Background: an optimization exercise with open tools, aiming at small area, a short achievable clock period and few clock cycles per item. Do not read the settings as production practice.
The RTL of this run was laid out without a check of its function.

[config.mk]
export PLATFORM = sky130hd
export DESIGN_NAME = mult_controller
export DESIGN_NICKNAME = mult_controller
export VERILOG_FILES = /design/flow/design.v
export SDC_FILE = /design/flow/constraint.sdc
export NUM_CORES = 4
export LEC_CHECK = 0
export ABC_AREA = 1
export CAP_MARGIN = 20
export CORE_MARGIN = 2
export CORE_UTILIZATION = 40
export SETUP_SLACK_MARGIN = 1.3
export SLEW_MARGIN = 20
export BUFFER_PORTS_ARGS = -buffer_cell sky130_fd_sc_hd__buf_1
[constraint.sdc]
create_clock -name core_clock -period 4.5 [get_ports {clk}]
set_input_delay 0.9000 -clock core_clock [delete_from_list [all_inputs] [get_ports {clk}]]
set_output_delay 0.9000 -clock core_clock [all_outputs]
set_load 0.01 [all_outputs]
[design.v]
module mult_controller #(
    parameter integer WIDTH = 32
)
(
    input logic clk,
    input logic rst_n,
    input logic start,
    input logic signed [WIDTH - 1: 0] multiplicand,
    input logic signed [WIDTH - 1: 0] multiplier,
    output logic signed [2 * WIDTH - 1: 0] product,
    output logic done
);
    logic busy;                   
    logic [1:0] cnt;             
    logic [31:0] pl;              
    logic bprev;                  
    logic [31:0] ph;              
    logic [39:0] q0, q1;          
    wire [31:0] mx = multiplier;
    wire [8:0] wp = {mx[7:0], 1'b0};
    wire [8:0] wr = {pl[7:0], bprev};
    wire [32:0] am = {multiplicand[31], multiplicand};   
    wire [32:0] a2 = {multiplicand, 1'b0};               
    wire [3:0] ng;
    wire [2:0] wp0 = wp[2:0];
    wire onep0 = wp0[0] ^ wp0[1];
    wire twop0 = (wp0[2] & ~wp0[1] & ~wp0[0]) | (~wp0[2] & wp0[1] & wp0[0]);
    wire [2:0] wr0 = wr[2:0];
    wire oner0 = wr0[0] ^ wr0[1];
    wire twor0 = (wr0[2] & ~wr0[1] & ~wr0[0]) | (~wr0[2] & wr0[1] & wr0[0]);
    wire one0 = busy ? oner0 : onep0;
    wire two0 = busy ? twor0 : twop0;
    assign ng[0] = busy ? wr0[2] : wp0[2];
    wire [32:0] x0 = ((am & {33{one0}}) | (a2 & {33{two0}})) ^ {33{ng[0]}};
    wire [2:0] wp1 = wp[4:2];
    wire onep1 = wp1[0] ^ wp1[1];
    wire twop1 = (wp1[2] & ~wp1[1] & ~wp1[0]) | (~wp1[2] & wp1[1] & wp1[0]);
    wire [2:0] wr1 = wr[4:2];
    wire oner1 = wr1[0] ^ wr1[1];
    wire twor1 = (wr1[2] & ~wr1[1] & ~wr1[0]) | (~wr1[2] & wr1[1] & wr1[0]);
    wire one1 = busy ? oner1 : onep1;
    wire two1 = busy ? twor1 : twop1;
    assign ng[1] = busy ? wr1[2] : wp1[2];
    wire [32:0] x1 = ((am & {33{one1}}) | (a2 & {33{two1}})) ^ {33{ng[1]}};
    wire [2:0] wp2 = wp[6:4];
    wire onep2 = wp2[0] ^ wp2[1];
    wire twop2 = (wp2[2] & ~wp2[1] & ~wp2[0]) | (~wp2[2] & wp2[1] & wp2[0]);
    wire [2:0] wr2 = wr[6:4];
    wire oner2 = wr2[0] ^ wr2[1];
    wire twor2 = (wr2[2] & ~wr2[1] & ~wr2[0]) | (~wr2[2] & wr2[1] & wr2[0]);
    wire one2 = busy ? oner2 : onep2;
    wire two2 = busy ? twor2 : twop2;
    assign ng[2] = busy ? wr2[2] : wp2[2];
    wire [32:0] x2 = ((am & {33{one2}}) | (a2 & {33{two2}})) ^ {33{ng[2]}};
    wire [2:0] wp3 = wp[8:6];
    wire onep3 = wp3[0] ^ wp3[1];
    wire twop3 = (wp3[2] & ~wp3[1] & ~wp3[0]) | (~wp3[2] & wp3[1] & wp3[0]);
    wire [2:0] wr3 = wr[8:6];
    wire oner3 = wr3[0] ^ wr3[1];
    wire twor3 = (wr3[2] & ~wr3[1] & ~wr3[0]) | (~wr3[2] & wr3[1] & wr3[0]);
    wire one3 = busy ? oner3 : onep3;
    wire two3 = busy ? twor3 : twop3;
    assign ng[3] = busy ? wr3[2] : wp3[2];
    wire [32:0] x3 = ((am & {33{one3}}) | (a2 & {33{two3}})) ^ {33{ng[3]}};
    wire s1 = ng[1] ^ x0[2];
    wire c2 = ng[1] & x0[2];
    wire s3 = x0[3] ^ x1[1];
    wire c4 = x0[3] & x1[1];
    wire s5 = ng[2] ^ x0[4];
    wire c6 = ng[2] & x0[4];
    wire s7 = x1[2] ^ x2[0] ^ c4;
    wire c8 = (x1[2] & x2[0]) | (x1[2] & c4) | (x2[0] & c4);
    wire s9 = x0[5] ^ x1[3];
    wire c10 = x0[5] & x1[3];
    wire s11 = x2[1] ^ c6 ^ s9;
    wire c12 = (x2[1] & c6) | (x2[1] & s9) | (c6 & s9);
    wire s13 = ng[3] ^ x0[6];
    wire c14 = ng[3] & x0[6];
    wire s15 = x1[4] ^ x2[2] ^ x3[0];
    wire c16 = (x1[4] & x2[2]) | (x1[4] & x3[0]) | (x2[2] & x3[0]);
    wire s17 = c10 ^ s13 ^ s15;
    wire c18 = (c10 & s13) | (c10 & s15) | (s13 & s15);
    wire s19 = x0[7] ^ x1[5];
    wire c20 = x0[7] & x1[5];
    wire s21 = x2[3] ^ x3[1] ^ c14;
    wire c22 = (x2[3] & x3[1]) | (x2[3] & c14) | (x3[1] & c14);
    wire s23 = s19 ^ c16 ^ s21;
    wire c24 = (s19 & c16) | (s19 & s21) | (c16 & s21);
    wire s25 = x0[8] ^ x1[6];
    wire c26 = x0[8] & x1[6];
    wire s27 = x2[4] ^ x3[2] ^ c20;
    wire c28 = (x2[4] & x3[2]) | (x2[4] & c20) | (x3[2] & c20);
    wire s29 = s25 ^ c22 ^ s27;
    wire c30 = (s25 & c22) | (s25 & s27) | (c22 & s27);
    wire s31 = x0[9] ^ x1[7];
    wire c32 = x0[9] & x1[7];
    wire s33 = x2[5] ^ x3[3] ^ c26;
    wire c34 = (x2[5] & x3[3]) | (x2[5] & c26) | (x3[3] & c26);
    wire s35 = s31 ^ c28 ^ s33;
    wire c36 = (s31 & c28) | (s31 & s33) | (c28 & s33);
    wire s37 = x0[10] ^ x1[8];
    wire c38 = x0[10] & x1[8];
    wire s39 = x2[6] ^ x3[4] ^ c32;
    wire c40 = (x2[6] & x3[4]) | (x2[6] & c32) | (x3[4] & c32);
    wire s41 = s37 ^ c34 ^ s39;
    wire c42 = (s37 & c34) | (s37 & s39) | (c34 & s39);
    wire s43 = x0[11] ^ x1[9];
    wire c44 = x0[11] & x1[9];
    wire s45 = x2[7] ^ x3[5] ^ c38;
    wire c46 = (x2[7] & x3[5]) | (x2[7] & c38) | (x3[5] & c38);
    wire s47 = s43 ^ c40 ^ s45;
    wire c48 = (s43 & c40) | (s43 & s45) | (c40 & s45);
    wire s49 = x0[12] ^ x1[10];
    wire c50 = x0[12] & x1[10];
    wire s51 = x2[8] ^ x3[6] ^ c44;
    wire c52 = (x2[8] & x3[6]) | (x2[8] & c44) | (x3[6] & c44);
    wire s53 = s49 ^ c46 ^ s51;
    wire c54 = (s49 & c46) | (s49 & s51) | (c46 & s51);
    wire s55 = x0[13] ^ x1[11];
    wire c56 = x0[13] & x1[11];
    wire s57 = x2[9] ^ x3[7] ^ c50;
    wire c58 = (x2[9] & x3[7]) | (x2[9] & c50) | (x3[7] & c50);
    wire s59 = s55 ^ c52 ^ s57;
    wire c60 = (s55 & c52) | (s55 & s57) | (c52 & s57);
    wire s61 = x0[14] ^ x1[12];
    wire c62 = x0[14] & x1[12];
    wire s63 = x2[10] ^ x3[8] ^ c56;
    wire c64 = (x2[10] & x3[8]) | (x2[10] & c56) | (x3[8] & c56);
    wire s65 = s61 ^ c58 ^ s63;
    wire c66 = (s61 & c58) | (s61 & s63) | (c58 & s63);
    wire s67 = x0[15] ^ x1[13];
    wire c68 = x0[15] & x1[13];
    wire s69 = x2[11] ^ x3[9] ^ c62;
    wire c70 = (x2[11] & x3[9]) | (x2[11] & c62) | (x3[9] & c62);
    wire s71 = s67 ^ c64 ^ s69;
    wire c72 = (s67 & c64) | (s67 & s69) | (c64 & s69);
    wire s73 = x0[16] ^ x1[14];
    wire c74 = x0[16] & x1[14];
    wire s75 = x2[12] ^ x3[10] ^ c68;
    wire c76 = (x2[12] & x3[10]) | (x2[12] & c68) | (x3[10] & c68);
    wire s77 = s73 ^ c70 ^ s75;
    wire c78 = (s73 & c70) | (s73 & s75) | (c70 & s75);
    wire s79 = x0[17] ^ x1[15];
    wire c80 = x0[17] & x1[15];
    wire s81 = x2[13] ^ x3[11] ^ c74;
    wire c82 = (x2[13] & x3[11]) | (x2[13] & c74) | (x3[11] & c74);
    wire s83 = s79 ^ c76 ^ s81;
    wire c84 = (s79 & c76) | (s79 & s81) | (c76 & s81);
    wire s85 = x0[18] ^ x1[16];
    wire c86 = x0[18] & x1[16];
    wire s87 = x2[14] ^ x3[12] ^ c80;
    wire c88 = (x2[14] & x3[12]) | (x2[14] & c80) | (x3[12] & c80);
    wire s89 = s85 ^ c82 ^ s87;
    wire c90 = (s85 & c82) | (s85 & s87) | (c82 & s87);
    wire s91 = x0[19] ^ x1[17];
    wire c92 = x0[19] & x1[17];
    wire s93 = x2[15] ^ x3[13] ^ c86;
    wire c94 = (x2[15] & x3[13]) | (x2[15] & c86) | (x3[13] & c86);
    wire s95 = s91 ^ c88 ^ s93;
    wire c96 = (s91 & c88) | (s91 & s93) | (c88 & s93);
    wire s97 = x0[20] ^ x1[18];
    wire c98 = x0[20] & x1[18];
    wire s99 = x2[16] ^ x3[14] ^ c92;
    wire c100 = (x2[16] & x3[14]) | (x2[16] & c92) | (x3[14] & c92);
    wire s101 = s97 ^ c94 ^ s99;
    wire c102 = (s97 & c94) | (s97 & s99) | (c94 & s99);
    wire s103 = x0[21] ^ x1[19];
    wire c104 = x0[21] & x1[19];
    wire s105 = x2[17] ^ x3[15] ^ c98;
    wire c106 = (x2[17] & x3[15]) | (x2[17] & c98) | (x3[15] & c98);
    wire s107 = s103 ^ c100 ^ s105;
    wire c108 = (s103 & c100) | (s103 & s105) | (c100 & s105);
    wire s109 = x0[22] ^ x1[20];
    wire c110 = x0[22] & x1[20];
    wire s111 = x2[18] ^ x3[16] ^ c104;
    wire c112 = (x2[18] & x3[16]) | (x2[18] & c104) | (x3[16] & c104);
    wire s113 = s109 ^ c106 ^ s111;
    wire c114 = (s109 & c106) | (s109 & s111) | (c106 & s111);
    wire s115 = x0[23] ^ x1[21];
    wire c116 = x0[23] & x1[21];
    wire s117 = x2[19] ^ x3[17] ^ c110;
    wire c118 = (x2[19] & x3[17]) | (x2[19] & c110) | (x3[17] & c110);
    wire s119 = s115 ^ c112 ^ s117;
    wire c120 = (s115 & c112) | (s115 & s117) | (c112 & s117);
    wire s121 = x0[24] ^ x1[22];
    wire c122 = x0[24] & x1[22];
    wire s123 = x2[20] ^ x3[18] ^ c116;
    wire c124 = (x2[20] & x3[18]) | (x2[20] & c116) | (x3[18] & c116);
    wire s125 = s121 ^ c118 ^ s123;
    wire c126 = (s121 & c118) | (s121 & s123) | (c118 & s123);
    wire s127 = x0[25] ^ x1[23];
    wire c128 = x0[25] & x1[23];
    wire s129 = x2[21] ^ x3[19] ^ c122;
    wire c130 = (x2[21] & x3[19]) | (x2[21] & c122) | (x3[19] & c122);
    wire s131 = s127 ^ c124 ^ s129;
    wire c132 = (s127 & c124) | (s127 & s129) | (c124 & s129);
    wire s133 = x0[26] ^ x1[24];
    wire c134 = x0[26] & x1[24];
    wire s135 = x2[22] ^ x3[20] ^ c128;
    wire c136 = (x2[22] & x3[20]) | (x2[22] & c128) | (x3[20] & c128);
    wire s137 = s133 ^ c130 ^ s135;
    wire c138 = (s133 & c130) | (s133 & s135) | (c130 & s135);
    wire s139 = x0[27] ^ x1[25];
    wire c140 = x0[27] & x1[25];
    wire s141 = x2[23] ^ x3[21] ^ c134;
    wire c142 = (x2[23] & x3[21]) | (x2[23] & c134) | (x3[21] & c134);
    wire s143 = s139 ^ c136 ^ s141;
    wire c144 = (s139 & c136) | (s139 & s141) | (c136 & s141);
    wire s145 = x0[28] ^ x1[26];
    wire c146 = x0[28] & x1[26];
    wire s147 = x2[24] ^ x3[22] ^ c140;
    wire c148 = (x2[24] & x3[22]) | (x2[24] & c140) | (x3[22] & c140);
    wire s149 = s145 ^ c142 ^ s147;
    wire c150 = (s145 & c142) | (s145 & s147) | (c142 & s147);
    wire s151 = x0[29] ^ x1[27];
    wire c152 = x0[29] & x1[27];
    wire s153 = x2[25] ^ x3[23] ^ c146;
    wire c154 = (x2[25] & x3[23]) | (x2[25] & c146) | (x3[23] & c146);
    wire s155 = s151 ^ c148 ^ s153;
    wire c156 = (s151 & c148) | (s151 & s153) | (c148 & s153);
    wire s157 = x0[30] ^ x1[28];
    wire c158 = x0[30] & x1[28];
    wire s159 = x2[26] ^ x3[24] ^ c152;
    wire c160 = (x2[26] & x3[24]) | (x2[26] & c152) | (x3[24] & c152);
    wire s161 = s157 ^ c154 ^ s159;
    wire c162 = (s157 & c154) | (s157 & s159) | (c154 & s159);
    wire s163 = x0[31] ^ x1[29];
    wire c164 = x0[31] & x1[29];
    wire s165 = x2[27] ^ x3[25] ^ c158;
    wire c166 = (x2[27] & x3[25]) | (x2[27] & c158) | (x3[25] & c158);
    wire s167 = s163 ^ c160 ^ s165;
    wire c168 = (s163 & c160) | (s163 & s165) | (c160 & s165);
    wire s169 = x1[30] ^ x2[28];
    wire c170 = x1[30] & x2[28];
    wire s171 = x3[26] ^ x0[32] ^ c164;
    wire c172 = (x3[26] & x0[32]) | (x3[26] & c164) | (x0[32] & c164);
    wire s173 = s169 ^ c166 ^ s171;
    wire c174 = (s169 & c166) | (s169 & s171) | (c166 & s171);
    wire s175 = x1[31] ^ x2[29];
    wire c176 = x1[31] & x2[29];
    wire s177 = x3[27] ^ x0[32] ^ c170;
    wire c178 = (x3[27] & x0[32]) | (x3[27] & c170) | (x0[32] & c170);
    wire s179 = s175 ^ c172 ^ s177;
    wire c180 = (s175 & c172) | (s175 & s177) | (c172 & s177);
    wire s181 = ~x1[32] ^ x2[30];
    wire c182 = ~x1[32] & x2[30];
    wire s183 = x3[28] ^ ~x0[32] ^ c176;
    wire c184 = (x3[28] & ~x0[32]) | (x3[28] & c176) | (~x0[32] & c176);
    wire s185 = s181 ^ c178 ^ s183;
    wire c186 = (s181 & c178) | (s181 & s183) | (c178 & s183);
    wire s187 = 1'b1 ^ x2[31] ^ x3[29];
    wire c188 = (1'b1 & x2[31]) | (1'b1 & x3[29]) | (x2[31] & x3[29]);
    wire s189 = c182 ^ s187 ^ c184;
    wire c190 = (c182 & s187) | (c182 & c184) | (s187 & c184);
    wire s191 = ~x2[32] ^ x3[30] ^ c188;
    wire c192 = (~x2[32] & x3[30]) | (~x2[32] & c188) | (x3[30] & c188);
    wire s193 = 1'b1 ^ x3[31];
    wire c194 = 1'b1 & x3[31];
    always_ff @(posedge clk) begin
        q0 <= {1'b1, ~x3[32], c192, c190, c186, c180, c174, c168, c162, c156, c150, c144, c138, c132, c126, c120, c114, c108, c102, c96, c90, c84, c78, c72, c66, c60, c54, c48, c42, c36, c30, c24, c18, c12, c8, s5, c2, x1[0], x0[1], x0[0]};
        q1 <= {1'b0, c194, s193, s191, s189, s185, s179, s173, s167, s161, s155, s149, s143, s137, s131, s125, s119, s113, s107, s101, s95, s89, s83, s77, s71, s65, s59, s53, s47, s41, s35, s29, s23, s17, s11, s7, s3, s1, 1'b0, ng[0]};
    end
    wire [39:0] acc = {{8{ph[31]}}, ph};
    wire [39:0] t0 = acc ^ q0 ^ q1;
    wire [39:0] t1 = {(acc[38:0] & q0[38:0]) | (acc[38:0] & q1[38:0]) | (q0[38:0] & q1[38:0]), 1'b0};
    wire [39:0] sum = t0 + t1;
    always_ff @(posedge clk or negedge rst_n) begin
        if (!rst_n) begin
            busy <= 1'b0;
            cnt  <= '0;
            done <= 1'b0;
        end else if (busy) begin
            cnt  <= cnt + 1'b1;
            if (cnt == 2'd3) begin
                busy <= 1'b0;
                done <= 1'b1;
            end
        end else if (start) begin
            busy <= 1'b1;
            cnt  <= '0;
            done <= 1'b0;
        end
    end
    always_ff @(posedge clk) begin
        if (busy) begin
            pl    <= {sum[7:0], pl[31:8]};
            ph    <= sum[39:8];
            bprev <= pl[7];
        end else if (start) begin
            ph    <= '0;
            pl    <= {8'd0, mx[31:8]};
            bprev <= mx[7];
        end
    end
    assign product = {ph, pl};
endmodule
[flow/run.sh]
#!/bin/bash
# The standard layout, except that the port buffers are plain buffers
# (sky130_fd_sc_hd__buf_1, which timing repair may resize) instead of the
# delay cells buffer_ports picks by default.
set -euo pipefail
echo 'export BUFFER_PORTS_ARGS = -buffer_cell sky130_fd_sc_hd__buf_1' >> config.mk
bash standard.sh > standard.log 2>&1
[standard.sh]
#!/bin/bash
# synth_recipe.tcl (not shown) runs the flow's synth.tcl, then flattens the netlist and writes it again
# the make line also repeats each setting of config.mk as NAME=value (left out here)
make -C /OpenROAD-flow-scripts/flow DESIGN_CONFIG=/design/flow/config.mk WORK_HOME=/design/flow/orfs CLKGATE_MAP_FILE= SYNTH_SCRIPT=/design/flow/synth_recipe.tcl "${@:-finish}"
==> summary.txt <==
- Routed Antenna Nets: 0
- DR vias: 10400
- Vias in the first global route: 10300
- Slew margin rel.: 58.8%
- Required @ worst endpoint: 4.80 ns
- Drt drc: 0
- Critical path depth in cells: 11
- Skew-Pair Late Insertion Delay: 0.44 ns
- Starting Density: 40.7%
- Synth area leaders: fa_1, edfxtp_1, dfxtp_1
- Drt pass-1 iters: 5
- Cell mode on critical path: fa_1
- CTS Root Cell: clkbuf_16
- Hold Buf Count CTS: 0
- I/O pin count: 132
- Synth cell types: 43
- Syn_nets: 1736
- Syn Area/Cell: 8.33 um2
- Startpoint Class: input port
- Critical Path Source: multiplier[5]
- Maxcap violations: 0
- Clk slew on worst S/H paths: 0.06 ns
- Fin. max-slew vios: 0
- # rows: 64
- Commonest non-fill, non-tap cell in the layout: nand2_1
- Top-area cell type share of the netlist area: 16.2%
- Worst path max stage delay: 0.51 ns
- Worst Setup End Kind: flip-flop
- HP Class: in -> async
- Antenna cell count: 0
- Floorplan die width: 180 um
- H-tree depth: 4
- Status: timing/DRC/antenna clean
- Final GP Congestion: 0.951
- Crit path DAT: 3.42 ns
- DP Cell Count: 1991
- Syn. warnings: 1
- First-pass GRT wire length: 56400 um
- Core area: 30600 um2
- Die Ht: 180 um
- CP top delay family: adder cells
- RSZ-0062 raised after global routing: true
- Port buffer count: 131
- Crit Reg-Reg Startpoint: busy
- Max frequency: 321 MHz
- Hold Fails Final Rpt: 0
- Layout Nets: 1874
- Layout Area Growth over Synthesis: 14.2%
- Yosys reg bits: 146
- Grt total ovfl: 0
- Worst Max-Slew Pin Slew: 0.619 ns
- Worst setup margin: 1.38 ns
- Crit path cell chain: buf_1, inv_1, nor3_1, a21oi_2, nand3_2, buf_4, o22ai_1, xor2_1, ha_1, fa_1, fa_1
- Most frequent cells in the layout: nand2_1, inv_1, xor2_1
- Worst setup path category: in -> reg
- Layout cells sized above 1: 6.02%
- R2R cell count: 10
- Crit share post-route: 69.3%
- Gr usage total: 22.1%
- Total wire length: 35800 um
- Minimum clock period: 3.12 ns
- Final setup viols: 0
- Post-synthesis sequential area ratio: 28.9%
- Largest net degree at the start of global routing: 45
- DIE AREA: 32500 um2
- Syn Inst Count: 1494
- Setup TNS: 0 ns
- Antenna violations before repair: 0
- Post-place setup slack: 0.846 ns
- Clk_skew: 0.0114 ns
- Fin util: 46.5%
- Via-per-instance ratio: 5.08
- Routed len/inst: 17.5 um
- Detailed Route Iter0 Violations: 847
- CTS tree: yes
- Maximum fanout along the worst path: 26
- Sink Count: 146
- Cell Count, Final, Fillers Out: 2041
- Clock buffer depth: 2
- Mapped cell area: 12400 um2
- Critical path buffer and inverter count: 3
- Slowest cell on the critical path: fa_1
- Dpl hpwl: 26900 um
- Top cell type by total area after synthesis: fa_1
- CTS Buf Count: 17
-- sequential cells by signal, summed over array words and instances (netlist names) --
| signal | cells |
|---|---|
| q1 | 38 |
| busy | 1 |
| q0 | 39 |
| cnt | 2 |
| bprev | 1 |
| pl | 32 |
| ph | 32 |
| done | 1 |
-- cell families (layout without fill, tap and decap cells) --
logic type,count (synthesis),in the layout,share of synthesized area [%]
AND/OR/NAND/NOR,505,506,16.2
buffers and inverters,302,452,10.4
AO/OA/AOI/OAI,232,232,11.4
adder cells (fa/ha/maj),175,175,23.7
flip-flops,146,146,28.9
XOR/XNOR,134,134,9.43
-- final timing paths --
| kind | to | slack, ns |
|---|---|---|
| worst min register to register | cnt[0] | 0.50 |
| min in group core_clock | cnt[0] | 0.50 |
| max in group asynchronous | busy | 4.02 |
| worst max-delay path | q1[34] | 1.38 |
| worst max register to register | q1[12] | 1.44 |
| worst min-delay path | done | 0.29 |
-- layer usage --
| metal | part of all wire (%) | wire length (um) | track usage, % |
|---|---|---|---|
| met5 | 0 | 0 | 0 |
| met4 | 4.3 | 1540 | 10.9 |
| met3 | 7.0 | 2500 | 4.37 |
| met2 | 44 | 15800 | 34.7 |
| met1 | 45 | 16000 | 29.1 |
-- timing repair --
| item | CTS | global route |
|---|---|---|
| pin swaps | 0 | 3 |
| gates resized for setup | 8 | 20 |
| setup buffers | 3 | 12 |
| endpoints found under the setup margin | 57 | 56 |
| gates cloned | 0 | 3 |
-- cell type report --
type / instances / area [um2]
clock buffers: 25 / 563
fillers: 3016 / 16400
flip-flops and latches: 146 / 3590
inverters: 253 / 957
multi-input cells: 1047 / 7650
repair buffers: 167 / 892
clock inverters: 7 / 52.6
well taps: 396 / 495
-- cell usage after synthesis, drive strengths merged --
library cell	n
a21boi	1
a21oi	66
a22o	2
a22oi	2
a31oi	2
and2	2
buf	40
clkbuf	9
clkinv	1
dfrtp	4
dfxtp	77
edfxtp	65
fa	101
ha	74
inv	252
nand2	332
nand3	44
nand3b	2
nand4	1
nor2	108
nor3	13
o21a	3
o21ai	27
o21bai	5
o22ai	124
or2	3
xnor2	2
xor2	132
-- stage by stage --
stage	hold slack [ns]	area, um2
after global placement	0.472	13300
after detailed placement	0.491	13300
after floorplan	0.453	12400
after CTS	0.280	14000
final	0.286	14200
after global routing	0.294	14200

## re-timing with driven ports
The flow's constraints put no driver on any port. The routed layout listed below was extracted and timed again, unchanged, in two steps. Step 1 (the two cells are an assumption about what drives the block):
set clk [get_ports {clk}]
set_driving_cell -lib_cell sky130_fd_sc_hd__clkbuf_16 $clk
set_driving_cell -lib_cell sky130_fd_sc_hd__buf_2 [delete_from_list [all_inputs] $clk]
Step 2 moves the port delays by t, midway between the first and last clock arrival at a register: inputs arrive t later, outputs are due t later. That takes back most of the time a late clock gives input paths. a / b / c = ideal / step 1 / step 2; a / b = the first two.
shift t [ns]: 0.476
setup slack, ns: 1.383 / 1.375 / 0.899
hold slack, ns: 0.286 / 0.262 / 0.496
clock arrival spread, ns: 0.011 / 0.011
slew at the worst register clock pin (ns): 0.07 / 0.07
After both steps this run still meets setup and hold. The setup slack of this run moves by -0.008 ns with the drivers and by -0.484 ns with both steps.
